Background: an optimization exercise with open tools, aiming at small area, a short achievable clock period and few clock cycles per item. Do not read the settings as production practice. Function was checked by simulation only, so behaviour that the tests miss may differ from the original.

## flow/design.v (module list and top-level ports; edited modules follow where they fit)
// module EC_TOP: 51 lines
// module EC_COMB: 14533 lines
module EC_TOP(
    clk, rst_n, in_valid,
    in_Px, in_Py, in_Qx, in_Qy, in_prime, in_a,
    out_valid, out_Rx, out_Ry
);
  // ...
==> flow/flow/run.sh <==
#!/bin/bash
# Layout flow: the standard synthesis, then the combinational logic between the
# registers is re-mapped with a stronger ABC script (every register instance, its name
# and its cell type are kept as the standard synthesis made them), then the standard
# layout steps from floorplan to finish.
set -euo pipefail
HERE=$(pwd)
RES=$HERE/orfs/results/${FLOW_PLATFORM}/EC_TOP/base
LIB=$FLOW_HOME/platforms/${FLOW_PLATFORM}/lib/sky130_fd_sc_hd__tt_025C_1v80.lib
YOSYS=$FLOW_HOME/../tools/install/yosys/bin/yosys
[ -x "$YOSYS" ] || YOSYS=yosys

# 1. standard synthesis
bash standard.sh synth > std_synth.log 2>&1
cp $RES/1_2_yosys.v std_synth.v

# 2. re-map the combinational logic
DU=""
for c in $(cat flow/dont_use.txt); do DU="$DU -dont_use $c"; done
cat > resynth.ys <<EOT
read_liberty -ignore_miss_func $LIB
read_verilog std_synth.v
hierarchy -top $FLOW_TOP
setattr -mod -set keep_hierarchy 1 sky130_fd_sc_hd__*df* sky130_fd_sc_hd__*dl*
flatten
opt_clean -purge
tee -o resynth_before.txt stat -liberty $LIB
abc -script $HERE/flow/resynth.abc -liberty $LIB $DU
opt_clean -purge
hilomap -singleton -hicell sky130_fd_sc_hd__conb_1 HI -locell sky130_fd_sc_hd__conb_1 LO
splitnets
opt_clean -purge
select $FLOW_TOP
tee -o resynth_after.txt stat -liberty $LIB
write_verilog -noattr -nohex -nodec -selected resynth.v
EOT
$YOSYS -l resynth.log -q resynth.ys > /dev/null 2>&1
cp resynth.v $RES/1_2_yosys.v
rm -f $RES/1_synth.odb $RES/1_synth.sdc

# 3. standard layout from the new netlist
# the setup margin makes the resizer shorten every register-to-register path
# whose slack is under the margin (so paths longer than 90 - margin ns)
SETUP_SLACK_MARGIN=69 bash standard.sh > std_layout.log 2>&1
==> flow/flow/dont_use.txt <==
sky130_fd_sc_hd__probe_p_8 sky130_fd_sc_hd__probec_p_8 sky130_fd_sc_hd__lpflow_bleeder_1 sky130_fd_sc_hd__lpflow_clkbufkapwr_1 sky130_fd_sc_hd__lpflow_clkbufkapwr_16 sky130_fd_sc_hd__lpflow_clkbufkapwr_2 sky130_fd_sc_hd__lpflow_clkbufkapwr_4 sky130_fd_sc_hd__lpflow_clkbufkapwr_8 sky130_fd_sc_hd__lpflow_clkinvkapwr_1 sky130_fd_sc_hd__lpflow_clkinvkapwr_16 sky130_fd_sc_hd__lpflow_clkinvkapwr_2 sky130_fd_sc_hd__lpflow_clkinvkapwr_4 sky130_fd_sc_hd__lpflow_clkinvkapwr_8 sky130_fd_sc_hd__lpflow_decapkapwr_12 sky130_fd_sc_hd__lpflow_decapkapwr_3 sky130_fd_sc_hd__lpflow_decapkapwr_4 sky130_fd_sc_hd__lpflow_decapkapwr_6 sky130_fd_sc_hd__lpflow_decapkapwr_8 sky130_fd_sc_hd__lpflow_inputiso0n_1 sky130_fd_sc_hd__lpflow_inputiso0p_1 sky130_fd_sc_hd__lpflow_inputiso1n_1 sky130_fd_sc_hd__lpflow_inputiso1p_1 sky130_fd_sc_hd__lpflow_inputisolatch_1 sky130_fd_sc_hd__lpflow_isobufsrc_1 sky130_fd_sc_hd__lpflow_isobufsrc_16 sky130_fd_sc_hd__lpflow_isobufsrc_2 sky130_fd_sc_hd__lpflow_isobufsrc_4 sky130_fd_sc_hd__lpflow_isobufsrc_8 sky130_fd_sc_hd__lpflow_isobufsrckapwr_16 sky130_fd_sc_hd__lpflow_lsbuf_lh_hl_isowell_tap_1 sky130_fd_sc_hd__lpflow_lsbuf_lh_hl_isowell_tap_2 sky130_fd_sc_hd__lpflow_lsbuf_lh_hl_isowell_tap_4 sky130_fd_sc_hd__lpflow_lsbuf_lh_isowell_4 sky130_fd_sc_hd__lpflow_lsbuf_lh_isowell_tap_1 sky130_fd_sc_hd__lpflow_lsbuf_lh_isowell_tap_2 sky130_fd_sc_hd__lpflow_lsbuf_lh_isowell_tap_4
==> flow/flow/resynth.abc <==
strash
dc2
balance; rewrite; refactor; balance; rewrite; rewrite -z; balance; refactor -z; rewrite -z; balance
dch -f
&get -n
&dch -f
&nf
&put
strash
dc2
balance; rewrite; refactor; balance; rewrite; rewrite -z; balance; refactor -z; rewrite -z; balance
&get -n
&deepsyn -T 20
&put
dch -f
map -a
map -D 14000
topo
==> flow/standard.sh <==
#!/bin/bash
# synth_recipe.tcl (not shown) runs the flow's synth.tcl, then flattens the netlist and writes it again
# the make line also repeats each setting of config.mk as NAME=value (left out here)
make -C /OpenROAD-flow-scripts/flow DESIGN_CONFIG=/design/flow/config.mk WORK_HOME=/design/flow/orfs CLKGATE_MAP_FILE= SYNTH_SCRIPT=/design/flow/synth_recipe.tcl "${@:-finish}"
==> flow/config.mk <==
export PLATFORM = sky130hd
export DESIGN_NAME = EC_TOP
export DESIGN_NICKNAME = EC_TOP
export VERILOG_FILES = /design/flow/design.v
export SDC_FILE = /design/flow/constraint.sdc
export NUM_CORES = 4
export LEC_CHECK = 0
export CAP_MARGIN = 20
export CORE_MARGIN = 2
export CORE_UTILIZATION = 40
export SLEW_MARGIN = 20
==> flow/constraint.sdc <==
create_clock -name core_clock -period 90.0 [get_ports {clk}]
set_input_delay 18.0000 -clock core_clock [delete_from_list [all_inputs] [get_ports {clk}]]
set_output_delay 18.0000 -clock core_clock [all_outputs]
set_load 0.01 [all_outputs]
==> run_results.csv, run 1 <==
group,metric,value,unit
critical_path,setup.worst_path.start_class,"register",
global_route,grt_busiest_layer,"met2",
clock_network,clkTransAtPathRegs,0.08,ns
final_layout,fin_nets,2097,
final_layout,seqAreaFraction,10.1,%
outcome,outcome,"no timing/DRC/antenna violations",
global_route,grt_start_max_net_pins,51,
route,met1Wirelength,20.4,mm
route,routedWlPerCell,21.2,microns
sta,setup-violations-final,0,
yosys,synth.cell_area,0.0108,sq mm
sta,timing.final.ws_setup,69.99,ns
global_route,gr-usage-met2,54.8,%
final_layout,num_antenna_cells,0,
placed_design,pre_cts_setup_slack,66.15,ns
sta,timing.final.crit_period,20.01,ns
global_route,grt-ovfl-total,0,
clock_network,postCtsResizedCells,72,
floorplanning,placeableCoreArea,0.0267,sq mm
final_layout,post_layout_nonfiller_instances,2400,
final_layout,area_growth,24.5,%
placed_design,place.detailed.hpwl,36.9,mm
Testbench counts, summed over its fixed seeds: cycles 9,600, items 3,200.
==> run 2: changes to the inputs <==
--- a/flow/flow/run.sh
+++ b/flow/flow/run.sh
@@ -41,4 +41,4 @@
 # 3. standard layout from the new netlist
 # the setup margin makes the resizer shorten every register-to-register path
 # whose slack is under the margin (so paths longer than 90 - margin ns)
-SETUP_SLACK_MARGIN=69 bash standard.sh > std_layout.log 2>&1
+SETUP_SLACK_MARGIN=67 bash standard.sh > std_layout.log 2>&1
==> run 2 against run 1 <==
Compared with the run above: register-to-register slack got worse by 1.1 ns; die area did not move; clock-buffer cell count did not move; cell count fell by 1.4%; critical path depth fell by 5; worst setup slack got worse by 1.1 ns; wire length fell by 4.3%; final area fell by 7.2%; clock skew rose by 0.011 ns; flip-flop and latch count did not move; sequential share of layout area rose by 0.78 points.
==> run_results.csv, run 2 <==
group,metric,value,unit
sta,grt_setup_unrepaired,"false",
global_route,grt_start_max_net_pins,43,
route,route.final.wire_length,48.7,mm
critical_path,slowest_delay,0.55,ns
clock_network,clkTransAtPathRegs,0.09,ns
outcome,outcome,"no timing/DRC/antenna violations",
clock_network,cts.sink_count,52,
clock_network,tritoncts,"built",
yosys,synth.cell_area,0.0108,sq mm
sta,max_slew_margin,34.6,%
floorplanning,initial_utilization,40.3,%
critical_path,crit_required,90.21,ns
placed_design,placement.io_buffers,50,
route,route.vias.total,14600,
critical_path,setup.worst_path.start_class,"register",
final_layout,area_growth,15.5,%
global_route,grt-ovfl-total,0,
worst_hold_path,whs_path_depth,0,
global_route,grt_antenna_before_repair,0,
yosys,postSynthNetCount,1966,
sta,tns,0,ns
sta,slew_worst_pin,0.972,ns
critical_path,path_common_cell,"nand2_1",
route,vias_per_cell,6.16,
floorplanning,rows,60,
sta,achievable-frequency,0.0473,GHz
floorplanning,placeableCoreArea,0.0267,sq mm
sta,fin_crit_sh,23.5,%
route,first_iter_violations,1832,
yosys,yosysWarnings,1,
clock_network,clock_tree.htree_level_count,2,
final_layout,drive_gt1_share,8.29,%
clock_network,clk_path_buf_depth,2,
route,ant_nets,0,
worst_hold_path,timing.hold.worst.start,"v1",
critical_path,crit_path_end_kind,"register",
route,drc,0,
floorplanning,floorplan.io_pins,52,
critical_path,critical-path-top-delay-family,"compound AO/OA/AOI/OAI gates",
sta,timing.final.crit_period,21.15,ns
sta,clock_skew,0.0175,ns
final_layout,fill_cells,2949,
floorplanning,floorplan.die.width,168,microns
final_layout,fin_nets,2064,
critical_path,worstReg2RegStart,"v2",
global_route,grt_use_total,33.1,%
critical_path,cp_data_arrival_time,21.37,ns
global_route,grt_pass1_vias,13100,
yosys,postSynthAreaPerCell,5.59,sq um
sta,timing_max_transition_violations_final,0,
clock_network,post_cts_hold_buffer_count,0,
final_layout,final_cell_mix,"nand2_1, nor2_1, clkinv_1",
run,cap_viol_max_count,0,
placed_design,pre_cts_setup_slack,66.52,ns
critical_path,criticalPathCategory,"register to register",
sta,report.final.hold_viol_count,0,
placed_design,gp_congestion,1.09,
route,drtPass1Iterations,8,
sta,timing.final.ws_setup,68.85,ns
yosys,synthesis.instances,1927,
clock_network,clock_latency,0.32,ns
critical_path,cpMaxStageDelayCell,"or4_2",
critical_path,critical_path_peak_fanout,42,
route,routedWlPerCell,20.6,microns
clock_network,tritoncts.num_buffers,5,
critical_path,worst_r2r_endpoint,"out_Ry[1]",
worst_hold_path,timing.hold.worst.class,"register to register",
critical_path,critical_path.n_buffers_inverters,13,
floorplanning,die_h,168,microns
final_layout,num_antenna_cells,0,
clock_network,clockRootBuffer,"clkbuf_16",
sta,setup-violations-final,0,
floorplanning,floorplan.die_area,0.0283,sq mm
worst_hold_path,timing.hold.worst_endpoint,"v2",
global_route,grt_first_pass_wirelength,73.6,mm
placed_design,place.detailed.hpwl,36.1,mm
critical_path,r2r_setup_slk,68.85,ns
final_layout,mostFrequentLayoutCell,"nand2_1",
critical_path,reg2reg_depth,113,
## run 2: per-layer routing
metal / routed length (microns) / vias up / GRT usage (%)
met5: 0 / - / 0
met1: 20200 / 6560 / 43.6
met2: 21200 / 883 / 52.7
met3: 5000 / 204 / 6.84
li1: - / 6926 / -
met4: 2340 / 0 / 13.7
## run 2: through the flow
step | cell area, sq um | util, % | cells | hold slack, ns
4_1_cts | 12100 | 45.2 | 2353 | 0.364
2_1_floorplan | 10800 | - | 1927 | 0.331
3_5_place_dp | 11900 | 44.5 | 2345 | 0.343
6_report | 12400 | 46.6 | 2367 | 0.369
5_1_grt | 12400 | 46.6 | 2367 | 0.384
3_3_place_gp | 11900 | 44.5 | 2345 | 0.339
## run 2: area by class of cell
class	instances	area [sq um]	share of cell area, %
Sequential cell	52	1350	10.9
Multi-Input combinational cell	1640	8810	70.8
Timing Repair Buffer	91	822	6.60
Clock buffer	5	125	1.01
Clock inverter	3	22.5	0.181
Inverter	235	890	7.15
Tap cell	341	427	3.43
## run 2: how the worst max path moves through the flow
stage | endpoint | startpoint | cells past startpoint | slack (ns)
after floorplan | out_Ry[0] | v2 | 116 | 68.30
after global placement | out_Ry[1] | v2 | 119 | 66.92
after detailed placement | out_Ry[1] | v2 | 119 | 66.52
after CTS | out_Ry[1] | v2 | 118 | 67.02
after global routing | out_Ry[1] | v2 | 122 | 66.85
final | out_Ry[1] | v2 | 113 | 68.85
## run 2: repair_timing
action / 4_1_cts / 5_1_grt
endpoints found under the hold margin: 0 / 0
pin swaps: 0 / 10
buffers inserted: 0 / 13
resized for setup: 6 / 77
cloned: 0 / 1
endpoints found under the setup margin: 12 / 12
==> run 3: changes to the inputs <==
--- a/flow/flow/run.sh
+++ b/flow/flow/run.sh
@@ -41,4 +41,4 @@
 # 3. standard layout from the new netlist
 # the setup margin makes the resizer shorten every register-to-register path
 # whose slack is under the margin (so paths longer than 90 - margin ns)
-SETUP_SLACK_MARGIN=67 bash standard.sh > std_layout.log 2>&1
+SETUP_SLACK_MARGIN=68 bash standard.sh > std_layout.log 2>&1
==> run 3 against run 2 <==
Compared with the run above: global-route usage up 0.052 points; synthesized area unchanged; still clean on timing, DRC and antenna; critical path type unchanged.
==> run_results.csv, run 3 <==
group,metric,value,unit
final_layout,fill_cells,2922,
floorplanning,die_h,168,microns
outcome,outcome,"no timing/DRC/antenna violations",
global_route,grt-ovfl-total,0,
clock_network,clk_path_buf_depth,2,
yosys,synth.cell_area,0.0108,sq mm
clock_network,post_cts_hold_buffer_count,0,
yosys,synthesis.instances,1927,
worst_hold_path,timing.hold.worst.start,"v1",
clock_network,tritoncts.num_buffers,5,
critical_path,worstReg2RegStart,"p[1]",
sta,setup-violations-final,0,
critical_path,crit_required,90.22,ns
route,drtPass1Iterations,6,
final_layout,drive_gt1_share,10.4,%
sta,achievable-frequency,0.0491,GHz
global_route,grt_use_total,33.1,%
floorplanning,rows,60,
route,drc,0,
final_layout,post_layout_nonfiller_instances,2375,
critical_path,setup.worst_path.start_class,"register",
floorplanning,floorplan.die.width,168,microns
sta,grt_setup_unrepaired,"false",
placed_design,gp_congestion,1.09,
critical_path,slowest_delay,0.55,ns
floorplanning,initial_utilization,40.3,%
final_layout,multiInputGateArea,0.00896,sq mm
clock_network,cts.sink_count,52,
worst_hold_path,timing.hold.worst.class,"register to register",
yosys,postSynthNetCount,1966,
yosys,postSynthAreaPerCell,5.59,sq um
critical_path,cpMaxStageDelayCell,"or4_2",
route,vias_per_cell,6.18,
placed_design,numPlacedInstances,2345,
clock_network,clkTransAtPathRegs,0.09,ns
global_route,grt_start_max_net_pins,43,
sta,tns,0,ns
sta,clock_skew,0.0183,ns
critical_path,criticalPathCategory,"register to register",
critical_path,path_common_cell,"nand2_1",
clock_network,clock_latency,0.32,ns
critical_path,cp_data_arrival_time,20.58,ns
final_layout,area_growth,17.7,%
global_route,grt_pass1_vias,13200,
sta,timing.final.crit_period,20.36,ns
critical_path,crit_path_end_kind,"register",
worst_hold_path,whs_path_depth,0,
route,first_iter_violations,1856,
yosys,yosysWarnings,1,
route,route.vias.total,14700,
critical_path,reg2reg_depth,115,
clock_network,clock_tree.htree_level_count,2,
global_route,grt_antenna_before_repair,0,
floorplanning,placeableCoreArea,0.0267,sq mm
route,routedWlPerCell,20.6,microns
critical_path,r2r_setup_slk,69.64,ns
sta,fin_crit_sh,22.6,%
sta,slew_worst_pin,0.914,ns
sta,report.final.hold_viol_count,0,
final_layout,final_cell_mix,"nand2_1, nor2_1, clkinv_1",
worst_hold_path,timing.hold.worst_endpoint,"v2",
run,cap_viol_max_count,0,
final_layout,num_antenna_cells,0,
placed_design,placement.io_buffers,50,
clock_network,clockRootBuffer,"clkbuf_16",
sta,timing_max_transition_violations_final,0,
route,route.final.wire_length,49.0,mm
final_layout,mostFrequentLayoutCell,"nand2_1",
final_layout,fin_nets,2072,
final_layout,final-seq-area,0.00135,sq mm
route,ant_nets,0,
placed_design,place.detailed.hpwl,36.1,mm
clock_network,tritoncts,"built",
sta,max_slew_margin,38.6,%
global_route,grt_first_pass_wirelength,73.7,mm
critical_path,critical_path_peak_fanout,36,
critical_path,worst_r2r_endpoint,"out_Ry[2]",
floorplanning,floorplan.io_pins,52,
floorplanning,floorplan.die_area,0.0283,sq mm
## run 3: repair_timing
item	in CTS	in global routing
setup endpoints to repair	12	12
buffers inserted	0	20
gates resized for setup	20	112
pin swaps	0	24
cloned	0	2
## run 3: per-stage QoR
step	setup slack (ns)	area [sq um]	hold WS [ns]	utilization [%]
2_1_floorplan	68.30	10800	0.331	-
3_5_place_dp	66.52	11900	0.343	44.5
6_report	69.64	12700	0.369	47.4
3_3_place_gp	66.92	11900	0.339	44.5
4_1_cts	68.03	12100	0.364	45.3
5_1_grt	67.72	12700	0.384	47.4
## run 3: metal layers
metal	vias up	track usage (%)	wire length, microns
met1	6636	43.5	20100
met5	-	0	0
met4	0	13.9	2200
li1	6949	-	-
met2	913	52.7	21400
met3	188	7.12	5250
## run 3: worst max path at each step
stage               start        end  slack (ns)  depth (start not counted)
CTS                    v2  out_Ry[1]       68.03                        119
detailed placement     v2  out_Ry[1]       66.52                        119
finish               p[1]  out_Ry[2]       69.64                        115
floorplan              v2  out_Ry[0]       68.30                        116
global route           v2  out_Ry[0]       67.72                        122
global placement       v2  out_Ry[1]       66.92                        119
## run 3: layout make-up
cell class | count | share of cell area, %
sequential | 52 | 10.7
clock inverter | 3 | 0.178
tap | 341 | 3.36
inverter | 235 | 7.02
clock buffer | 5 | 0.987
multi-input combinational | 1640 | 70.6
timing repair buffer | 99 | 7.15
## run 3: worst max-delay path, delay by kind of cell, from the launching register on
family | cells | cell delay (ns)
AND/OR/NAND/NOR | 55 | 8.18
AO/OA/AOI/OAI | 40 | 7.40
buffers and inverters | 12 | 1.83
adder cells (fa/ha/maj) | 4 | 1.52
XOR/XNOR | 4 | 0.98
flip-flops | 1 | 0.36
==> run 4: changes to the inputs <==
--- a/flow/flow/run.sh
+++ b/flow/flow/run.sh
@@ -41,4 +41,6 @@
 # 3. standard layout from the new netlist
 # the setup margin makes the resizer shorten every register-to-register path
 # whose slack is under the margin (so paths longer than 90 - margin ns)
+# ports get the smallest plain buffer rather than the resizer's pick (a delay cell)
+export BUFFER_PORTS_ARGS="-buffer_cell sky130_fd_sc_hd__buf_1"
 SETUP_SLACK_MARGIN=68 bash standard.sh > std_layout.log 2>&1
==> run 4 against run 3 <==
Compared with the run above: still clean; clock skew shrank 0.0065 ns; sequential share of layout area grew 0.18 points; worst hold slack lost 0.015 ns; global-route usage grew 0.28 points; worst setup slack lost 0.23 ns; die area is the same; critical path type unchanged; critical endpoint unchanged.
==> run_results.csv, run 4 <==
group,metric,value,unit
worst_hold_path,timing.hold.worst.class,"register to register",
sta,fin_crit_sh,22.9,%
global_route,grt-ovfl-total,0,
clock_network,cts.sink_count,52,
critical_path,worstReg2RegStart,"p[2]",
route,vias_per_cell,6.20,
yosys,postSynthNetCount,1966,
critical_path,cpMaxStageDelayCell,"clkinv_1",
final_layout,layout.core_utilization,46.6,%
sta,slew_worst_pin,0.946,ns
final_layout,fill_cells,2868,
route,drc,0,
route,met2_wirelength,21.3,mm
run,cap_viol_max_count,0,
floorplanning,placeableCoreArea,0.0267,sq mm
floorplanning,floorplan.die_area,0.0283,sq mm
critical_path,path_common_cell,"nand2_1",
sta,timing.final.crit_period,20.59,ns
clock_network,tritoncts.num_buffers,5,
final_layout,mostFrequentLayoutCell,"nand2_1",
global_route,grt_antenna_before_repair,0,
worst_hold_path,timing.hold.worst_endpoint,"v2",
sta,final.hold.worst_slack,0.354,ns
yosys,postSynthAreaPerCell,5.59,sq um
sta,grt_setup_unrepaired,"false",
worst_hold_path,timing.hold.worst.start,"v1",
sta,report.final.hold_viol_count,0,
placed_design,gp_congestion,1.02,
critical_path,crit_required,90.23,ns
final_layout,num_antenna_cells,0,
clock_network,clock_tree.htree_level_count,2,
route,met1Wirelength,20.4,mm
critical_path,reg2reg_depth,103,
floorplanning,floorplan.io_pins,52,
route,routedWlPerCell,20.8,microns
critical_path,critical_path_peak_fanout,35,
clock_network,clockRootBuffer,"clkbuf_16",
clock_network,clk_path_buf_depth,2,
route,first_iter_violations,1656,
final_layout,fin_nets,2074,
sta,achievable-frequency,0.0486,GHz
global_route,grt_first_pass_wirelength,73.9,mm
global_route,grt_start_max_net_pins,43,
placed_design,place.detailed.hpwl,36.8,mm
yosys,synth.cell_area,0.0108,sq mm
placed_design,placement.io_buffers,50,
global_route,grt_pass1_vias,13100,
clock_network,clkTransAtPathRegs,0.07,ns
critical_path,worst_r2r_endpoint,"out_Ry[2]",
critical_path,slowest_delay,0.77,ns
route,ant_nets,0,
clock_network,tritoncts,"built",
floorplanning,floorplan.die.width,168,microns
critical_path,criticalPathCategory,"register to register",
critical_path,crit_path_end_kind,"register",
yosys,synthesis.instances,1927,
floorplanning,rows,60,
outcome,outcome,"no timing/DRC/antenna violations",
critical_path,setup.worst_path.start_class,"register",
critical_path,cp_data_arrival_time,20.83,ns
sta,timing_max_transition_violations_final,0,
sta,clock_skew,0.0119,ns
sta,setup-violations-final,0,
critical_path,r2r_setup_slk,69.41,ns
sta,max_slew_margin,36.7,%
final_layout,final_cell_mix,"nand2_1, nor2_1, clkinv_1",
yosys,yosysWarnings,1,
final_layout,drive_gt1_share,10.8,%
route,drtPass1Iterations,6,
route,highest_layer,"met4",
sta,tns,0,ns
route,route.vias.total,14700,
worst_hold_path,whs_path_depth,0,
route,met3_length,5.12,mm
floorplanning,die_h,168,microns
final_layout,area_growth,15.7,%
route,route.final.wire_length,49.4,mm
global_route,grt_use_total,33.4,%
clock_network,clock_latency,0.31,ns
floorplanning,initial_utilization,40.3,%
==> run 4: critical path: cells and delay by family (launching register included) <==
family	cells	cell delay, ns
XOR/XNOR	4	0.64
AND/OR/NAND/NOR	40	7.44
buffers and inverters	10	2.34
flip-flops	1	0.32
AO/OA/AOI/OAI	45	8.25
adder cells (fa/ha/maj)	4	1.52
==> run 4: final cells by class <==
class / instances / area, sq um / area share [%]
Clock inverter: 3 / 21.3 / 0.171
Inverter: 235 / 893 / 7.17
Multi-Input combinational cell: 1640 / 9020 / 72.3
Clock buffer: 5 / 125 / 1.00
Sequential cell: 52 / 1350 / 10.8
Timing Repair Buffer: 101 / 629 / 5.05
Tap cell: 341 / 427 / 3.42
==> run 4: routing by layer <==
layer  global-route usage (%)  vias up
li1                         -     6959
met3                     5.99      191
met4                     15.8        0
met2                     52.8      903
met1                     44.2     6675
met5                        0        -
==> run 4: repair_timing <==
action                     in CTS  in global routing
setup endpoints to repair      12                 12
gates resized for setup        26                114
setup buffers                   0                 20
pin swaps                       2                 19
hold endpoints to repair        0                  0
gates cloned                    0                  2
hold buffers                    0                  0
==> run 4: per-stage QoR <==
stage	instance area [sq um]	instances	setup WS [ns]
floorplan	10800	1927	68.30
global placement	11600	2347	66.67
detailed placement	11600	2347	66.37
CTS	11800	2355	68.06
global route	12500	2377	67.74
finish	12500	2377	69.41
==> run 4: worst max-delay path by stage <==
stage / from / to / cells past startpoint
final: p[2] / out_Ry[2] / 103
after floorplan: v2 / out_Ry[0] / 116
after global routing: v2 / out_Ry[2] / 118
after global placement: v2 / out_Ry[1] / 121
after CTS: v2 / out_Ry[1] / 119
after detailed placement: v2 / out_Ry[1] / 121
==> run 5: changes to the inputs <==
--- a/flow/config.mk
+++ b/flow/config.mk
@@ -8,4 +8,5 @@
 export CAP_MARGIN = 20
 export CORE_MARGIN = 2
 export CORE_UTILIZATION = 40
+export PLACE_DENSITY = 0.75
 export SLEW_MARGIN = 20
==> run 5 against run 4 <==
Compared with the run above: still clean; register-to-register slack improved by 0.12 ns; wire length decreased by 0.85%; core utilization decreased by 0.39 points; critical path type unchanged; largest cell class unchanged.
==> run_results.csv, run 5 <==
group,metric,value,unit
clock_network,tritoncts.num_buffers,5,
final_layout,final_cell_mix,"nand2_1, nor2_1, clkinv_1",
clock_network,clk_path_buf_depth,2,
clock_network,clkTransAtPathRegs,0.07,ns
run,cap_viol_max_count,0,
final_layout,finalInstanceArea,0.0124,sq mm
placed_design,place.detailed.hpwl,35.8,mm
outcome,outcome,"no timing/DRC/antenna violations",
global_route,grt_pass1_vias,13500,
critical_path,critical_path.n_buffers_inverters,7,
worst_hold_path,timing.hold.worst.class,"register to register",
critical_path,criticalPathCategory,"register to register",
sta,slew_worst_pin,0.960,ns
critical_path,slowest_delay,0.56,ns
route,route.vias.total,15100,
final_layout,mostFrequentLayoutCell,"nand2_1",
critical_path,critical-path-top-delay-family,"simple AND/OR/NAND/NOR gates",
sta,report.final.hold_viol_count,0,
final_layout,area_growth,14.8,%
clock_network,clock_latency,0.31,ns
yosys,postSynthNetCount,1966,
sta,setup-violations-final,0,
critical_path,reg2reg_depth,120,
clock_network,clockRootBuffer,"clkbuf_16",
critical_path,cp_data_arrival_time,20.65,ns
worst_hold_path,whs_path_depth,0,
floorplanning,die_h,168,microns
critical_path,crit_required,90.18,ns
sta,clock_skew,0.00349,ns
final_layout,layout.core_utilization,46.3,%
global_route,grt_start_max_net_pins,41,
yosys,synthesis.instances,1927,
critical_path,setup.worst_path.start_class,"register",
sta,max_slew_margin,35.4,%
global_route,grt_first_pass_wirelength,73.5,mm
final_layout,drive_gt1_share,10.3,%
sta,grt_setup_unrepaired,"false",
critical_path,cpMaxStageDelayCell,"or4_2",
final_layout,fin_nets,2079,
critical_path,crit_path_end_kind,"register",
sta,fin_crit_sh,22.7,%
floorplanning,rows,60,
floorplanning,floorplan.die.width,168,microns
clock_network,tritoncts,"built",
yosys,yosysWarnings,1,
route,vias_per_cell,6.33,
clock_network,clock_tree.htree_level_count,2,
critical_path,logic_depth_of_the_worst_path_buffers_included,120,
floorplanning,floorplan.die_area,0.0283,sq mm
route,first_iter_violations,1716,
final_layout,num_antenna_cells,0,
route,drtPass1Iterations,9,
floorplanning,placeableCoreArea,0.0267,sq mm
sta,achievable-frequency,0.0488,GHz
sta,timing_max_transition_violations_final,0,
placed_design,detailed_place.area,0.0116,sq mm
global_route,grt_use_total,32.7,%
sta,tns,0,ns
route,route.final.wire_length,49.0,mm
critical_path,critical_path_peak_fanout,36,
route,routedWlPerCell,20.6,microns
clock_network,cts.sink_count,52,
floorplanning,floorplan.io_pins,52,
sta,final.hold.worst_slack,0.361,ns
sta,timing.final.crit_period,20.47,ns
global_route,grt-ovfl-total,0,
route,drc,0,
yosys,synth.cell_area,0.0108,sq mm
placed_design,gp_congestion,1.02,
route,ant_nets,0,
yosys,postSynthAreaPerCell,5.59,sq um
placed_design,placement.io_buffers,50,
global_route,grt_antenna_before_repair,0,
critical_path,path_common_cell,"nand2_1",
floorplanning,initial_utilization,40.3,%
## run 5: area by class of cell
cell class              count  area, sq um
clock inverters             3         21.3
multi-input cells        1640         8920
inverters                 235          893
clock buffers               5          125
repair buffers            106          626
fillers                  2782        14400
flip-flops and latches     52         1350
well taps                 341          427
## run 5: worst paths after layout
kind	from	to	slack, ns
setup / recovery	v2	sv[3]	69.53
hold / removal	v1	v2	0.36
setup reg to reg	v2	sv[3]	69.53
hold reg to reg	v1	v2	0.36
max in group asynchronous	rst_n	v2	72.38
min in group asynchronous	rst_n	v1	17.47
## run 5: layer usage
layer  track usage (%)  vias to the layer above  share of wire (%)
li1                  -                     6945                  -
met1              42.8                     6734                 39
met2              52.3                     1131                 42
met3              6.16                      271                 13
met4              15.1                        0                6.2
met5                 0                        -                  0
## run 5: stage by stage
step / instances / setup slack [ns]
2_1_floorplan: 1927 / 68.30
3_3_place_gp: 2348 / 67.18
3_5_place_dp: 2348 / 66.58
4_1_cts: 2356 / 68.01
5_1_grt: 2382 / 67.82
6_report: 2382 / 69.53
## run 5: what timing repair did
item | 4_1_cts | 5_1_grt
pin swaps | 0 | 15
gates cloned | 0 | 1
buffers inserted | 0 | 25
resized for setup | 18 | 100
hold buffers | 0 | 0
setup endpoints to repair | 12 | 12
==> module EC_TOP, before the edit <==
module EC_TOP(
    clk, rst_n, in_valid,
    in_Px, in_Py, in_Qx, in_Qy, in_prime, in_a,
    out_valid, out_Rx, out_Ry
);
input clk, rst_n, in_valid;
input [5:0] in_Px, in_Py, in_Qx, in_Qy, in_prime, in_a;
output reg out_valid;
output reg [5:0] out_Rx, out_Ry;
reg v1, v2;
always @(posedge clk or negedge rst_n) begin
    if (!rst_n) begin
        v1 <= 1'b0;
        v2 <= 1'b0;
    end else begin
        v1 <= in_valid;
        v2 <= v1;
    end
end
reg [5:1] p;         
reg [5:0] Px, Py, Qx, aq;
reg       dbl;
wire      in_dbl = (in_Px == in_Qx);
always @(posedge clk) begin
    if (in_valid) begin
        p   <= in_prime[5:1];
        Px  <= in_Px;
        Py  <= in_Py;
        Qx  <= in_Qx;
        aq  <= in_dbl ? in_a : in_Qy;
        dbl <= in_dbl;
    end
end
reg  [5:0] sv;
reg        sflip;
wire [5:0] y, rx;
wire       flip;
always @(posedge clk) begin
    sv    <= y;
    sflip <= flip;
end
EC_COMB u_comb (
    .pu(p), .Px(Px), .Py(Py), .Qx(Qx), .aq(aq), .sv(sv),
    .ph(v2), .sflip(sflip), .dbl(dbl), .y(y), .rx(rx), .flip(flip)
);
always @(posedge clk) begin
    out_valid <= v2;
    out_Rx    <= v2 ? rx : 6'd0;
    out_Ry    <= v2 ? y  : 6'd0;
end
endmodule
==> run 6: changes to the inputs <==
--- a/flow/design.v
+++ b/flow/design.v
@@ -6,7 +6,7 @@
 input clk, rst_n, in_valid;
 input [5:0] in_Px, in_Py, in_Qx, in_Qy, in_prime, in_a;
 output reg out_valid;
-output reg [5:0] out_Rx, out_Ry;
+output [5:0] out_Rx, out_Ry;
 reg v1, v2;
 always @(posedge clk or negedge rst_n) begin
     if (!rst_n) begin
@@ -21,19 +21,25 @@
 reg [5:0] Px, Py, Qx, aq;
 reg       dbl;
 wire      in_dbl = (in_Px == in_Qx);
+wire [5:0] rx;
 always @(posedge clk) begin
     if (in_valid) begin
         p   <= in_prime[5:1];
         Px  <= in_Px;
         Py  <= in_Py;
         Qx  <= in_Qx;
-        aq  <= in_dbl ? in_a : in_Qy;
         dbl <= in_dbl;
     end
 end
+always @(posedge clk) begin
+    if (in_valid)
+        aq <= in_dbl ? in_a : in_Qy;
+    else if (v2)
+        aq <= rx;
+end
 reg  [5:0] sv;
 reg        sflip;
-wire [5:0] y, rx;
+wire [5:0] y;
 wire       flip;
 always @(posedge clk) begin
     sv    <= y;
@@ -43,11 +49,10 @@
     .pu(p), .Px(Px), .Py(Py), .Qx(Qx), .aq(aq), .sv(sv),
     .ph(v2), .sflip(sflip), .dbl(dbl), .y(y), .rx(rx), .flip(flip)
 );
-always @(posedge clk) begin
+always @(posedge clk)
     out_valid <= v2;
-    out_Rx    <= v2 ? rx : 6'd0;
-    out_Ry    <= v2 ? y  : 6'd0;
-end
+assign out_Rx = out_valid ? aq : 6'd0;
+assign out_Ry = out_valid ? sv : 6'd0;
 endmodule
 module EC_COMB(pu, Px, Py, Qx, aq, sv, ph, sflip, dbl, y, rx, flip);
   input [5:1] pu;
==> run 6 against run 5 <==
Compared with the run above: synthesized cell count up 3.7%; global-route usage down 0.25 points; critical path depth up 4; die area down 0.77%; via count up 0.79%; wire length down 3.0%; clock skew up 0.0077 ns; worst hold slack worse by 0.0027 ns; critical endpoint is now sv[2]; highest routed layer unchanged.
==> run_results.csv, run 6 <==
group,metric,value,unit
outcome,outcome,"no timing/DRC/antenna violations",
sta,report.final.hold_viol_count,0,
route,vias_per_cell,6.27,
floorplanning,die_h,167,microns
yosys,synth.cell_area,0.0107,sq mm
route,ant_nets,0,
placed_design,pre_cts_setup_slack,67.80,ns
yosys,yosysWarnings,1,
final_layout,mostFrequentLayoutCell,"nand2_1",
final_layout,post_layout_nonfiller_instances,2424,
final_layout,drive_gt1_share,6.61,%
sta,grt_setup_unrepaired,"false",
clock_network,clockRootBuffer,"clkbuf_16",
critical_path,slowest_delay,0.67,ns
global_route,grt-ovfl-total,0,
final_layout,final_cell_mix,"nand2_1, nor2_1, clkinv_1",
sta,final.hold.worst_slack,0.358,ns
final_layout,area_growth,11.7,%
placed_design,placement.io_buffers,50,
critical_path,crit_required,90.24,ns
clock_network,clock_latency,0.29,ns
floorplanning,floorplan.die.width,167,microns
route,route.vias.total,15200,
placed_design,place.detailed.hpwl,35.5,mm
route,routedWlPerCell,19.6,microns
route,route.final.wire_length,47.5,mm
worst_hold_path,timing.hold.worst.class,"register to register",
global_route,grt_first_pass_wirelength,73.2,mm
global_route,grt_start_max_net_pins,47,
clock_network,tritoncts.num_buffers,5,
critical_path,critical-path-top-delay-family,"compound AO/OA/AOI/OAI gates",
sta,setup-violations-final,0,
clock_network,clkTransAtPathRegs,0.07,ns
route,first_iter_violations,1785,
clock_network,clock_tree.htree_level_count,2,
clock_network,post_cts_hold_buffer_count,0,
route,drtPass1Iterations,6,
critical_path,path_common_cell,"nand2_1",
placed_design,detailed_place.area,0.0115,sq mm
critical_path,critical_path.n_buffers_inverters,18,
sta,max_slew_margin,22.2,%
floorplanning,floorplan.io_pins,52,
critical_path,critical_path_peak_fanout,37,
sta,tns,0,ns
critical_path,setup.worst_path.start_class,"register",
critical_path,criticalPathCategory,"register to register",
clock_network,clk_path_buf_depth,2,
placed_design,numPlacedInstances,2409,
final_layout,layout.core_utilization,45.7,%
final_layout,fin_nets,2127,
critical_path,cpMaxStageDelayCell,"o21ai_0",
sta,clock_skew,0.0112,ns
sta,timing.final.crit_period,20.05,ns
yosys,postSynthAreaPerCell,5.35,sq um
yosys,synthesis.instances,1998,
run,cap_viol_max_count,0,
floorplanning,rows,59,
route,drc,0,
global_route,grt_pass1_vias,13900,
sta,slew_worst_pin,1.16,ns
clock_network,cts.sink_count,40,
global_route,grt_antenna_before_repair,0,
clock_network,tritoncts,"built",
sta,fin_crit_sh,22.3,%
floorplanning,placeableCoreArea,0.0261,sq mm
final_layout,finalInstanceArea,0.0119,sq mm
placed_design,gp_congestion,1.04,
final_layout,num_antenna_cells,0,
floorplanning,floorplan.die_area,0.0280,sq mm
global_route,grt_use_total,32.5,%
yosys,postSynthNetCount,2037,
sta,achievable-frequency,0.0499,GHz
floorplanning,initial_utilization,40.9,%
critical_path,cp_data_arrival_time,20.29,ns
final_layout,fill_cells,2871,
critical_path,crit_path_end_kind,"register",
sta,timing.final.ws_setup,69.95,ns
sta,timing_max_transition_violations_final,0,
-- run 6: cell count changes in the layout (fill, tap and decap cells not counted), moves of 12 or more --
| cell | before | now |
|---|---|---|
| dfxtp_1 | 20 | 8 |
| nand2_1 | 396 | 449 |
| a21oi_1 | 159 | 140 |
| nand4_1 | 20 | 35 |
| o21ai_0 | 128 | 152 |
| clkinv_1 | 229 | 268 |
| o22ai_1 | 15 | 27 |
| buf_4 | 52 | 26 |
| nor2_1 | 305 | 335 |
-- run 6: routing by layer --
layer  GRT usage, %  wire [microns]  vias to the layer above
li1               -               -                     7092
met1           41.3           18000                     6780
met2           51.7           20600                     1055
met3           5.70            5620                      273
met4           19.2            3280                        0
met5              0               0                        -
-- run 6: repair_timing --
action | CTS | global route
setup endpoints to repair | 6 | 6
gates resized for setup | 2 | 72
buffers inserted | 0 | 6
pin swaps | 0 | 4
gates cloned | 0 | 1
-- run 6: area by class of cell --
cell class	count	area (sq um)	area share, %
Timing Repair inverter	1	5.00	0.0419
Multi-Input combinational cell	1681	8690	72.7
Inverter	277	1060	8.92
Tap cell	335	419	3.51
Sequential cell	40	1110	9.31
Clock buffer	5	125	1.05
Timing Repair Buffer	82	482	4.03
Clock inverter	3	47.5	0.398
-- run 6: final timing paths --
check / start / to / slack [ns] / depth (start not counted)
setup / recovery: p[2] / sv[2] / 69.95 / 124
hold / removal: v1 / v2 / 0.36 / 0
setup reg to reg: p[2] / sv[2] / 69.95 / 124
hold reg to reg: v1 / v2 / 0.36 / 0
max in group asynchronous: rst_n / v1 / 72.40 / 1
min in group asynchronous: rst_n / v2 / 17.48 / 1
Testbench counts of run 6, summed over its fixed seeds: cycles 9,600, items 3,200.
==> run 7: changes to the inputs <==
--- a/flow/config.mk
+++ b/flow/config.mk
@@ -8,5 +8,4 @@
 export CAP_MARGIN = 20
 export CORE_MARGIN = 2
 export CORE_UTILIZATION = 40
-export PLACE_DENSITY = 0.75
 export SLEW_MARGIN = 20
==> run 7 against run 6 <==
Compared with the run above: critical endpoint is now aq[4]; worst hold slack worse by 0.0064 ns; die area unchanged; synthesized cell count stayed put; register-to-register slack better by 0.35 ns; wire length rose by 1.7%.
==> run_results.csv, run 7 <==
group,metric,value,unit
floorplanning,die_h,167,microns
final_layout,drive_gt1_share,6.77,%
worst_hold_path,whs_path_depth,0,
final_layout,final_cell_mix,"nand2_1, nor2_1, clkinv_1",
global_route,met3_usage,4.49,%
critical_path,reg2reg_depth,123,
route,route.final.wire_length,48.3,mm
route,route.vias.total,14800,
yosys,postSynthNetCount,2037,
final_layout,area_growth,11.4,%
yosys,synth.cell_area,0.0107,sq mm
global_route,gr-usage-met2,56.2,%
sta,timing_max_transition_violations_final,0,
critical_path,crit_path_end_kind,"register",
clock_network,clkTransAtPathRegs,0.06,ns
yosys,synthesis.instances,1998,
final_layout,fin_nets,2122,
route,ant_nets,0,
critical_path,cp_data_arrival_time,19.79,ns
clock_network,post_cts_hold_buffer_count,0,
floorplanning,floorplan.die_area,0.0280,sq mm
sta,final.hold.worst_slack,0.352,ns
yosys,yosysWarnings,1,
sta,max_slew_margin,31.9,%
worst_hold_path,timing.hold.worst_endpoint,"v2",
clock_network,cts.sink_count,40,
route,drc,0,
global_route,grt_use_total,33.8,%
outcome,outcome,"no timing/DRC/antenna violations",
final_layout,mostFrequentLayoutCell,"nand2_1",
sta,tns,0,ns
sta,report.final.hold_viol_count,0,
clock_network,tritoncts,"built",
critical_path,worstReg2RegStart,"p[1]",
yosys,postSynthAreaPerCell,5.35,sq um
final_layout,num_antenna_cells,0,
global_route,grt_busiest_layer,"met2",
sta,setup-violations-final,0,
critical_path,criticalPathCategory,"input port to register",
global_route,grt-ovfl-total,0,
placed_design,place.detailed.hpwl,36.7,mm
sta,clock_skew,0.00816,ns
final_layout,post_layout_nonfiller_instances,2419,
clock_network,clock_latency,0.29,ns
floorplanning,rows,59,
floorplanning,floorplan.io_pins,52,
placed_design,numPlacedInstances,2408,
global_route,grt_first_pass_wirelength,75.2,mm
clock_network,clock_tree.htree_level_count,2,
global_route,grt.met1_usage,42.8,%
worst_hold_path,timing.hold.worst.class,"register to register",
run,cap_viol_max_count,0,
critical_path,worst_r2r_endpoint,"sv[1]",
route,drtPass1Iterations,8,
route,vias_per_cell,6.13,
sta,timing.final.crit_period,19.76,ns
placed_design,placement.io_buffers,50,
clock_network,clk_path_buf_depth,2,
global_route,grt_start_max_net_pins,47,
route,first_iter_violations,1664,
route,routedWlPerCell,20.0,microns
sta,grt_setup_unrepaired,"false",
clock_network,clockRootBuffer,"clkbuf_16",
sta,fin_crit_sh,22.0,%
critical_path,critical_path_peak_fanout,8,
sta,slew_worst_pin,1.02,ns
placed_design,gp_congestion,0.994,
worst_hold_path,timing.hold.worst.start,"v1",
global_route,grt_pass1_vias,13700,
critical_path,setup.worst_path.start_class,"input port",
critical_path,r2r_setup_slk,70.30,ns
floorplanning,floorplan.die.width,167,microns
clock_network,tritoncts.num_buffers,5,
global_route,grt_antenna_before_repair,0,
floorplanning,initial_utilization,40.9,%
critical_path,crit_required,90.03,ns
floorplanning,placeableCoreArea,0.0261,sq mm
sta,achievable-frequency,0.0506,GHz
final_layout,fill_cells,2923,
-- run 7: worst max-delay path by stage --
stage | startpoint | end | slack [ns] | cells after the start
after floorplan | in_Px[0] | aq[4] | 70.51 | 9
after global placement | v2 | sv[1] | 67.72 | 114
after detailed placement | v2 | sv[1] | 67.45 | 118
after CTS | v2 | sv[1] | 68.24 | 123
after global routing | v2 | sv[1] | 67.97 | 130
final | in_Px[0] | aq[4] | 70.24 | 10
-- run 7: critical path, stage by stage --
cell and delay, ns:
buf_1 0.09, or2_2 0.29, a21oi_1 0.15, o21ai_0 0.17, nor2_1 0.50, clkinv_1 0.28
nand2_1 0.11, nand2_1 0.05, nand2_1 0.06, o21ai_0 0.07
-- run 7: layout make-up --
type | count | area [sq um] | area share [%]
repair buffers | 78 | 427 | 3.58
multi-input cells | 1681 | 8700 | 73.1
flip-flops and latches | 40 | 1110 | 9.33
clock buffers | 5 | 125 | 1.05
well taps | 335 | 419 | 3.52
inverters | 277 | 1070 | 9.03
clock inverters | 3 | 46.3 | 0.389
-- run 7: per-layer routing --
metal,wire length (microns),part of all wire [%],up-vias
li1,-,-,7069
met1,19200,40,6691
met2,21500,45,853
met3,4660,9.6,213
met4,2880,6.0,0
met5,0,0,-
-- run 7: what timing repair did --
| action | in CTS | in global routing |
|---|---|---|
| cloned | 0 | 0 |
| buffers inserted | 0 | 3 |
| endpoints found under the setup margin | 6 | 6 |
| pin swaps | 0 | 2 |
| resized for setup | 3 | 71 |
-- run 7: metrics by stage --
stage,util [%],setup WS [ns],instance area (sq um)
2_1_floorplan,-,70.51,10700
4_1_cts,44.6,68.24,11700
3_3_place_gp,43.9,67.72,11500
3_5_place_dp,43.9,67.45,11500
6_report,45.5,70.24,11900
5_1_grt,45.5,67.97,11900
==> run 8: changes to the inputs <==
--- a/flow/flow/resynth.abc
+++ b/flow/flow/resynth.abc
@@ -14,5 +14,5 @@
 &put
 dch -f
 map -a
-map -D 14000
+map -D 16000
 topo
--- a/flow/config.mk
+++ b/flow/config.mk
@@ -8,4 +8,5 @@
 export CAP_MARGIN = 20
 export CORE_MARGIN = 2
 export CORE_UTILIZATION = 40
+export CTS_BUF_LIST = sky130_fd_sc_hd__clkbuf_4 sky130_fd_sc_hd__clkbuf_8
 export SLEW_MARGIN = 20
==> run 8 against run 7 <==
Compared with the run above: first-iteration DRC count is 9.3% higher; synthesized cell count is 4.7% lower; sequential share of layout area is 0.24 points lower; core utilization is 2.7 points higher; die area is 3.1% lower; worst setup slack worse by 0.47 ns; critical path type is now register to register; largest cell class unchanged; highest routed layer is now met5.
==> run_results.csv, run 8 <==
group,metric,value,unit
outcome,outcome,"no timing/DRC/antenna violations",
final_layout,area_growth,18.2,%
critical_path,criticalPathCategory,"register to register",
critical_path,crit_required,90.26,ns
floorplanning,initial_utilization,40.9,%
sta,achievable-frequency,0.0494,GHz
global_route,grt_use_total,34.4,%
sta,fin_crit_sh,22.5,%
run,cap_viol_max_count,0,
final_layout,num_antenna_cells,0,
route,ant_nets,0,
global_route,grt_pass1_vias,13000,
sta,report.final.hold_viol_count,0,
floorplanning,rows,58,
worst_hold_path,timing.hold.worst_endpoint,"v2",
sta,final.hold.worst_slack,0.355,ns
route,first_iter_violations,1819,
critical_path,crit_path_end_kind,"register",
critical_path,critical_path.n_buffers_inverters,15,
placed_design,place.detailed.hpwl,35.6,mm
floorplanning,placeableCoreArea,0.0253,sq mm
sta,max_slew_margin,39.9,%
floorplanning,floorplan.die_area,0.0272,sq mm
sta,timing.final.ws_setup,69.77,ns
final_layout,post_layout_nonfiller_instances,2361,
sta,timing.final.crit_period,20.23,ns
yosys,postSynthNetCount,1944,
critical_path,r2r_setup_slk,69.77,ns
critical_path,critical_path_peak_fanout,16,
placed_design,numPlacedInstances,2310,
route,drc,0,
final_layout,layout.core_utilization,48.3,%
worst_hold_path,timing.hold.worst.start,"v1",
yosys,synth.cell_area,0.0103,sq mm
clock_network,clk_path_buf_depth,2,
sta,slew_worst_pin,0.898,ns
clock_network,clock_latency,0.32,ns
critical_path,setup.worst_path.start_class,"register",
critical_path,worst_r2r_endpoint,"sv[4]",
worst_hold_path,timing.hold.worst.class,"register to register",
floorplanning,floorplan.die.width,165,microns
route,routedWlPerCell,20.5,microns
critical_path,cp_data_arrival_time,20.49,ns
sta,setup-violations-final,0,
route,route.final.wire_length,48.4,mm
clock_network,tritoncts,"built",
floorplanning,floorplan.io_pins,52,
clock_network,tritoncts.num_buffers,5,
route,drtPass1Iterations,6,
global_route,grt_antenna_before_repair,1,
clock_network,clkTransAtPathRegs,0.09,ns
final_layout,mostFrequentLayoutCell,"nand2_1",
critical_path,path_common_cell,"nand2_1",
route,route.vias.total,14400,
final_layout,final_cell_mix,"nand2_1, nor2_1, clkinv_1",
global_route,grt-ovfl-total,0,
sta,timing_max_transition_violations_final,0,
critical_path,worstReg2RegStart,"p[1]",
clock_network,clockRootBuffer,"clkbuf_8",
placed_design,placement.io_buffers,50,
sta,grt_setup_unrepaired,"false",
placed_design,gp_congestion,0.998,
global_route,grt_start_max_net_pins,48,
clock_network,cts.sink_count,40,
critical_path,reg2reg_depth,141,
critical_path,cpMaxStageDelayCell,"or3_2",
sta,tns,0,ns
placed_design,pre_cts_setup_slack,66.05,ns
floorplanning,die_h,165,microns
final_layout,drive_gt1_share,10.8,%
yosys,yosysWarnings,1,
sta,clock_skew,0.0136,ns
clock_network,post_cts_hold_buffer_count,0,
global_route,grt_first_pass_wirelength,71.7,mm
route,vias_per_cell,6.11,
worst_hold_path,whs_path_depth,0,
clock_network,clock_tree.htree_level_count,2,
final_layout,fin_nets,2069,
final_layout,fill_cells,2706,
yosys,synthesis.instances,1905,
critical_path,critical-path-top-delay-family,"simple AND/OR/NAND/NOR gates",
yosys,postSynthAreaPerCell,5.43,sq um
critical_path,slowest_delay,0.41,ns
run 8: metal layers:
| metal | track usage [%] | wire (microns) | vias to the layer above |
|---|---|---|---|
| li1 | - | - | 6786 |
| met3 | 4.77 | 4980 | 226 |
| met2 | 55.6 | 21300 | 871 |
| met1 | 43.5 | 19000 | 6533 |
| met5 | 0 | 13 | - |
| met4 | 20.2 | 3120 | 2 |
run 8: area by class of cell:
cell class / instances / area, sq um / area share [%]
clock buffer: 5 / 68.8 / 0.563
clock inverter: 3 / 46.3 / 0.378
inverter: 258 / 1010 / 8.24
multi-input combinational: 1607 / 8690 / 71.1
sequential: 40 / 1110 / 9.09
tap: 330 / 413 / 3.38
timing repair buffer: 118 / 892 / 7.29
run 8: worst max-delay path by stage:
| stage | start | endpoint | cells past startpoint |
|---|---|---|---|
| after floorplan | p[1] | sv[0] | 134 |
| after global placement | v2 | sv[4] | 136 |
| after detailed placement | v2 | sv[4] | 136 |
| after CTS | v2 | sv[4] | 140 |
| after global routing | p[1] | sv[4] | 144 |
| final | p[1] | sv[4] | 141 |
run 8: what timing repair did:
item	4_1_cts	5_1_grt
gates cloned	0	4
setup buffers	0	39
endpoints found under the setup margin	6	6
resized for setup	27	140
pin swaps	0	20
run 8: metrics by stage:
stage / area, sq um
2_1_floorplan: 10300
3_3_place_gp: 11100
3_5_place_dp: 11100
4_1_cts: 11300
5_1_grt: 12200
6_report: 12200
==> run 9: changes to the inputs <==
--- a/flow/flow/resynth.abc
+++ b/flow/flow/resynth.abc
@@ -14,5 +14,5 @@
 &put
 dch -f
 map -a
-map -D 16000
+map -D 12500
 topo
==> run 9 against run 8 <==
Compared with the run above: first-iteration DRC count down 4.5%; die area up 8.7%; final area up 1.9%.
==> run_results.csv, run 9 <==
group,metric,value,unit
critical_path,cpMaxStageDelayCell,"nor2_1",
yosys,synthesis.instances,2091,
critical_path,reg2reg_depth,111,
route,ant_nets,0,
sta,setup-violations-final,0,
critical_path,timing.critical_path.cells,"buf_1, or2_2, a21oi_1, o21ai_0, nor2_1, clkinv_1, nand2_1, nand2_1, nand2_1, o21ai_0",
route,drc,0,
yosys,postSynthAreaPerCell,5.39,sq um
final_layout,drive_gt1_share,6.09,%
critical_path,worstReg2RegStart,"v2",
final_layout,num_antenna_cells,0,
global_route,grt_first_pass_wirelength,79.9,mm
floorplanning,floorplan.die_area,0.0295,sq mm
floorplanning,rows,61,
route,drtPass1Iterations,8,
final_layout,mostFrequentLayoutCell,"nand2_1",
critical_path,crit_required,90.07,ns
placed_design,place.detailed.hpwl,39.6,mm
clock_network,tritoncts,"built",
global_route,grt-ovfl-total,0,
final_layout,area_growth,10.5,%
worst_hold_path,whs_path_depth,0,
clock_network,clock_latency,0.32,ns
clock_network,clk_path_buf_depth,2,
floorplanning,die_h,172,microns
sta,tns,0,ns
critical_path,path_common_cell,"nand2_1",
final_layout,layout.core_utilization,44.8,%
clock_network,cts.sink_count,40,
clock_network,clockRootBuffer,"clkbuf_8",
outcome,outcome,"no timing/DRC/antenna violations",
sta,grt_setup_unrepaired,"false",
critical_path,crit_path_end_kind,"register",
worst_hold_path,timing.hold.worst.start,"v1",
critical_path,critical_path_peak_fanout,8,
critical_path,worst_r2r_endpoint,"sv[2]",
final_layout,finalInstanceArea,0.0125,sq mm
global_route,grt_use_total,34.7,%
sta,slew_worst_pin,0.878,ns
route,first_iter_violations,1738,
route,route.final.wire_length,52.1,mm
sta,timing.final.crit_period,19.86,ns
route,met3_length,4.94,mm
route,highest_layer,"met4",
worst_hold_path,timing.hold.worst_endpoint,"v2",
route,met1Wirelength,20.7,mm
global_route,grt_antenna_before_repair,0,
final_layout,final_cell_mix,"nand2_1, nor2_1, clkinv_1",
sta,max_slew_margin,41.2,%
floorplanning,floorplan.io_pins,52,
sta,report.final.hold_viol_count,0,
route,met2_wirelength,23.1,mm
critical_path,setup.worst_path.start_class,"input port",
route,vias_per_cell,6.15,
final_layout,fill_cells,3150,
floorplanning,placeableCoreArea,0.0278,sq mm
route,routedWlPerCell,20.4,microns
critical_path,r2r_setup_slk,70.27,ns
yosys,yosysWarnings,1,
final_layout,fin_nets,2222,
yosys,synth.cell_area,0.0113,sq mm
clock_network,post_cts_hold_buffer_count,0,
run,cap_viol_max_count,0,
placed_design,gp_congestion,1.01,
floorplanning,initial_utilization,40.6,%
critical_path,cp_data_arrival_time,19.92,ns
sta,timing_max_transition_violations_final,0,
clock_network,tritoncts.num_buffers,5,
route,route.vias.total,15800,
clock_network,clkTransAtPathRegs,0.10,ns
yosys,postSynthNetCount,2130,
global_route,grt_start_max_net_pins,49,
placed_design,detailed_place.area,0.0121,sq mm
sta,fin_crit_sh,22.1,%
sta,achievable-frequency,0.0504,GHz
worst_hold_path,timing.hold.worst.class,"register to register",
placed_design,placement.io_buffers,50,
clock_network,clock_tree.htree_level_count,2,
global_route,grt_pass1_vias,14500,
critical_path,criticalPathCategory,"input port to register",
critical_path,slowest_delay,0.60,ns
floorplanning,floorplan.die.width,172,microns
sta,clock_skew,0.0156,ns
==> run 9: area by class of cell <==
class / count / area, sq um / share of cell area, %
multi-input combinational: 1763 / 9200 / 73.8
sequential: 40 / 1110 / 8.92
inverter: 288 / 1100 / 8.85
timing repair buffer: 84 / 475 / 3.82
tap: 378 / 473 / 3.80
clock buffer: 6 / 76.3 / 0.613
clock inverter: 2 / 16.3 / 0.131
timing repair inverter: 1 / 5.00 / 0.0402
==> run 9: what timing repair did <==
item                                    in CTS  in global routing
resized for setup                            1                 51
cloned                                       0                  1
endpoints found under the setup margin       6                  6
buffers inserted                             0                  7
==> run 9: through the flow <==
stage                     hold slack (ns)  instances  setup WS, ns
after floorplan                     0.331       2091         70.51
after global placement              0.333       2546         68.28
after detailed placement            0.343       2546         67.83
after CTS                           0.363       2554         68.10
after global routing                0.369       2562         67.95
final                               0.360       2562         70.14
==> run 9: metal layers <==
metal / global-route usage [%] / up-vias
met5: 0 / -
met4: 19.6 / 0
met3: 5.13 / 226
met2: 57.2 / 860
met1: 43.4 / 7198
li1: - / 7483
==> run 9: worst max-delay path by stage <==
stage                         from    end  slack, ns  cells after the start
after floorplan           in_Px[0]  aq[4]      70.51                      9
after global placement          v2  sv[2]      68.28                    109
after detailed placement        v2  sv[2]      67.83                    109
after CTS                       v2  sv[2]      68.10                    109
after global routing            v2  sv[4]      67.95                    118
final                     in_Qx[0]  aq[4]      70.14                     10
==> run 9: critical path, delay by kind of cell <==
kind,cells,cell delay [ns]
AOI/OAI and AO/OA,3,0.38
and+or+nand+nor,5,1.11
buffers and inverters,2,0.44
==> run 10: changes to the inputs <==
--- a/flow/flow/resynth.abc
+++ b/flow/flow/resynth.abc
@@ -14,5 +14,5 @@
 &put
 dch -f
 map -a
-map -D 12500
+map -D 14000
 topo
--- a/flow/config.mk
+++ b/flow/config.mk
@@ -7,6 +7,6 @@
 export LEC_CHECK = 0
 export CAP_MARGIN = 20
 export CORE_MARGIN = 2
-export CORE_UTILIZATION = 40
+export CORE_UTILIZATION = 50
 export CTS_BUF_LIST = sky130_fd_sc_hd__clkbuf_4 sky130_fd_sc_hd__clkbuf_8
 export SLEW_MARGIN = 20
==> run 10 against run 9 <==
Compared with the run above: still clean; global-route usage grew 6.3 points; critical path depth grew 112; clock skew is 0.0022 ns lower; worst setup slack worse by 0.39 ns.
==> run_results.csv, run 10 <==
group,metric,value,unit
outcome,outcome,"no timing/DRC/antenna violations",
clock_network,tritoncts,"built",
final_layout,finalInstanceArea,0.0118,sq mm
final_layout,area_growth,10.4,%
floorplanning,floorplan.die_area,0.0226,sq mm
placed_design,gp_congestion,1.07,
sta,clock_skew,0.0134,ns
floorplanning,floorplan.die.width,150,microns
route,route.final.wire_length,47.2,mm
final_layout,fin_nets,2126,
critical_path,cpMaxStageDelayCell,"edfxtp_1",
clock_network,clock_tree.htree_level_count,2,
sta,achievable-frequency,0.0494,GHz
critical_path,criticalPathCategory,"register to register",
placed_design,placement.io_buffers,50,
sta,tns,0,ns
sta,grt_setup_unrepaired,"false",
route,vias_per_cell,6.44,
critical_path,critical_path_peak_fanout,37,
clock_network,clkTransAtPathRegs,0.09,ns
sta,timing.final.ws_setup,69.76,ns
clock_network,clk_path_buf_depth,2,
clock_network,tritoncts.num_buffers,5,
clock_network,cts.sink_count,40,
sta,setup-violations-final,0,
route,routedWlPerCell,20.0,microns
global_route,grt_first_pass_wirelength,72.7,mm
yosys,postSynthAreaPerCell,5.35,sq um
placed_design,pre_cts_setup_slack,67.89,ns
yosys,yosysWarnings,1,
sta,report.final.hold_viol_count,0,
global_route,grt_start_max_net_pins,46,
final_layout,final_cell_mix,"nand2_1, nor2_1, clkinv_1",
route,first_iter_violations,2230,
yosys,synthesis.instances,1998,
floorplanning,floorplan.io_pins,52,
sta,max_slew_margin,28.5,%
floorplanning,die_h,150,microns
clock_network,post_cts_hold_buffer_count,0,
floorplanning,initial_utilization,50.8,%
route,drtPass1Iterations,6,
global_route,grt-ovfl-total,0,
worst_hold_path,timing.hold.worst.class,"register to register",
critical_path,cp_data_arrival_time,20.46,ns
floorplanning,placeableCoreArea,0.0210,sq mm
final_layout,mostFrequentLayoutCell,"nand2_1",
route,ant_nets,0,
clock_network,clockRootBuffer,"clkbuf_8",
critical_path,crit_path_end_kind,"register",
yosys,synth.cell_area,0.0107,sq mm
global_route,grt_pass1_vias,13900,
placed_design,detailed_place.area,0.0114,sq mm
critical_path,setup.worst_path.start_class,"register",
route,route.vias.total,15200,
global_route,grt_use_total,41.0,%
global_route,grt_antenna_before_repair,0,
sta,slew_worst_pin,1.07,ns
final_layout,drive_gt1_share,6.75,%
yosys,postSynthNetCount,2037,
critical_path,crit_required,90.22,ns
sta,timing_max_transition_violations_final,0,
critical_path,path_common_cell,"nand2_1",
critical_path,slowest_delay,0.38,ns
final_layout,num_antenna_cells,0,
route,drc,0,
floorplanning,rows,53,
sta,fin_crit_sh,22.5,%
critical_path,r2r_setup_slk,69.76,ns
run,cap_viol_max_count,0,
placed_design,place.detailed.hpwl,35.4,mm
sta,timing.final.crit_period,20.24,ns
clock_network,clock_latency,0.32,ns
run 10: cell count changes in the layout (fill, tap and decap cells not counted), sizes merged, moves of 6 or more:
cell	delta
nand2	-7
clkinv	-14
nand3	-17
xnor3	-6
or2	+6
xor2	+15
o22ai	-10
a31oi	-8
a21oi	-18
run 10: path summary, 6_finish.rpt:
kind | start | end | cells after the start
max in group asynchronous | rst_n | v1 | 1
worst min-delay path | v1 | v2 | 0
worst min register to register | v1 | v2 | 0
min in group asynchronous | rst_n | v2 | 1
worst max-delay path | p[2] | sv[5] | 122
worst max register to register | p[2] | sv[5] | 122
run 10: layout make-up:
type	instances	area (sq um)
Clock inverter	2	16.3
Fill cell	2119	9230
Clock buffer	6	76.3
Timing Repair Buffer	82	467
Inverter	277	1070
Sequential cell	40	1110
Tap cell	275	344
Multi-Input combinational cell	1681	8710
run 10: critical path, delay by kind of cell, from the launching register on:
family,cells,cell delay (ns)
AOI/OAI and AO/OA,45,8.30
xor gates and xnor gates,5,1.18
buffers and inverters,11,1.77
DFF,1,0.38
and+or+nand+nor,61,8.43
run 10: timing repair:
item,CTS,global route
buffers inserted,0,6
resized for setup,2,71
pin swaps,0,2
endpoints found under the setup margin,6,6
run 10: stage by stage:
stage | hold slack (ns) | std cells | utilization, %
after floorplan | 0.331 | 1998 | -
after global placement | 0.341 | 2349 | 54.3
after detailed placement | 0.348 | 2349 | 54.3
after CTS | 0.373 | 2357 | 54.8
after global routing | 0.379 | 2363 | 56.1
final | 0.374 | 2363 | 56.1
run 10: layer usage:
| layer | vias up | track usage [%] | share of wire [%] |
|---|---|---|---|
| met5 | - | 0 | 0 |
| met4 | 0 | 26.0 | 8.1 |
| met3 | 321 | 8.27 | 12 |
| met2 | 1083 | 65.2 | 43 |
| met1 | 6735 | 50.5 | 37 |
| li1 | 7084 | - | - |

-- re-timing with driven ports --
The results above use ideal ports. As a check the final layouts listed here were re-extracted and re-timed, cells and wires unchanged.
Step 1: set_driving_cell puts a clkbuf_16 on clk and a buf_2 on each other input, an assumption about the parent block.
Step 2 also shifts input and output timing later by t, the mid clock arrival at the registers, as if the neighbouring blocks saw the same clock.
Three values: ideal ports, drivers, drivers and shift; two values: the first two.
run | t (ns) | slack for setup (ns) | worst setup path at the end | clock arrival spread, ns | worst slew at a driven data input, ns
run 1 | 0.337 | 69.990 / 69.990 / 69.854 | input to register | 0.006 / 0.006 | 0.04
run 2 | 0.352 | 68.845 / 68.845 / 68.845 | register to register | 0.018 / 0.017 | 0.04
run 3 | 0.349 | 69.636 / 69.636 / 69.636 | register to register | 0.018 / 0.018 | 0.04
run 4 | 0.343 | 69.406 / 69.406 / 69.406 | register to register | 0.012 / 0.012 | 0.04
run 5 | 0.345 | 69.529 / 69.529 / 69.529 | register to register | 0.003 / 0.003 | 0.05
run 6 | 0.327 | 69.948 / 69.948 / 69.883 | input to register | 0.011 / 0.011 | 0.04
run 7 | 0.331 | 70.243 / 70.265 / 69.934 | input to register | 0.008 / 0.008 | 0.05
run 8 | 0.338 | 69.771 / 69.771 / 69.771 | register to register | 0.013 / 0.014 | 0.03
run 9 | 0.345 | 70.143 / 70.160 / 69.815 | input to register | 0.016 / 0.016 | 0.04
run 10 | 0.350 | 69.756 / 69.756 / 69.756 | register to register | 0.014 / 0.013 | 0.04
After both steps setup and hold are still met in every run listed. The setup slack of run 9, which loses most, moves by +0.017 ns with the drivers and by -0.328 ns with both steps.
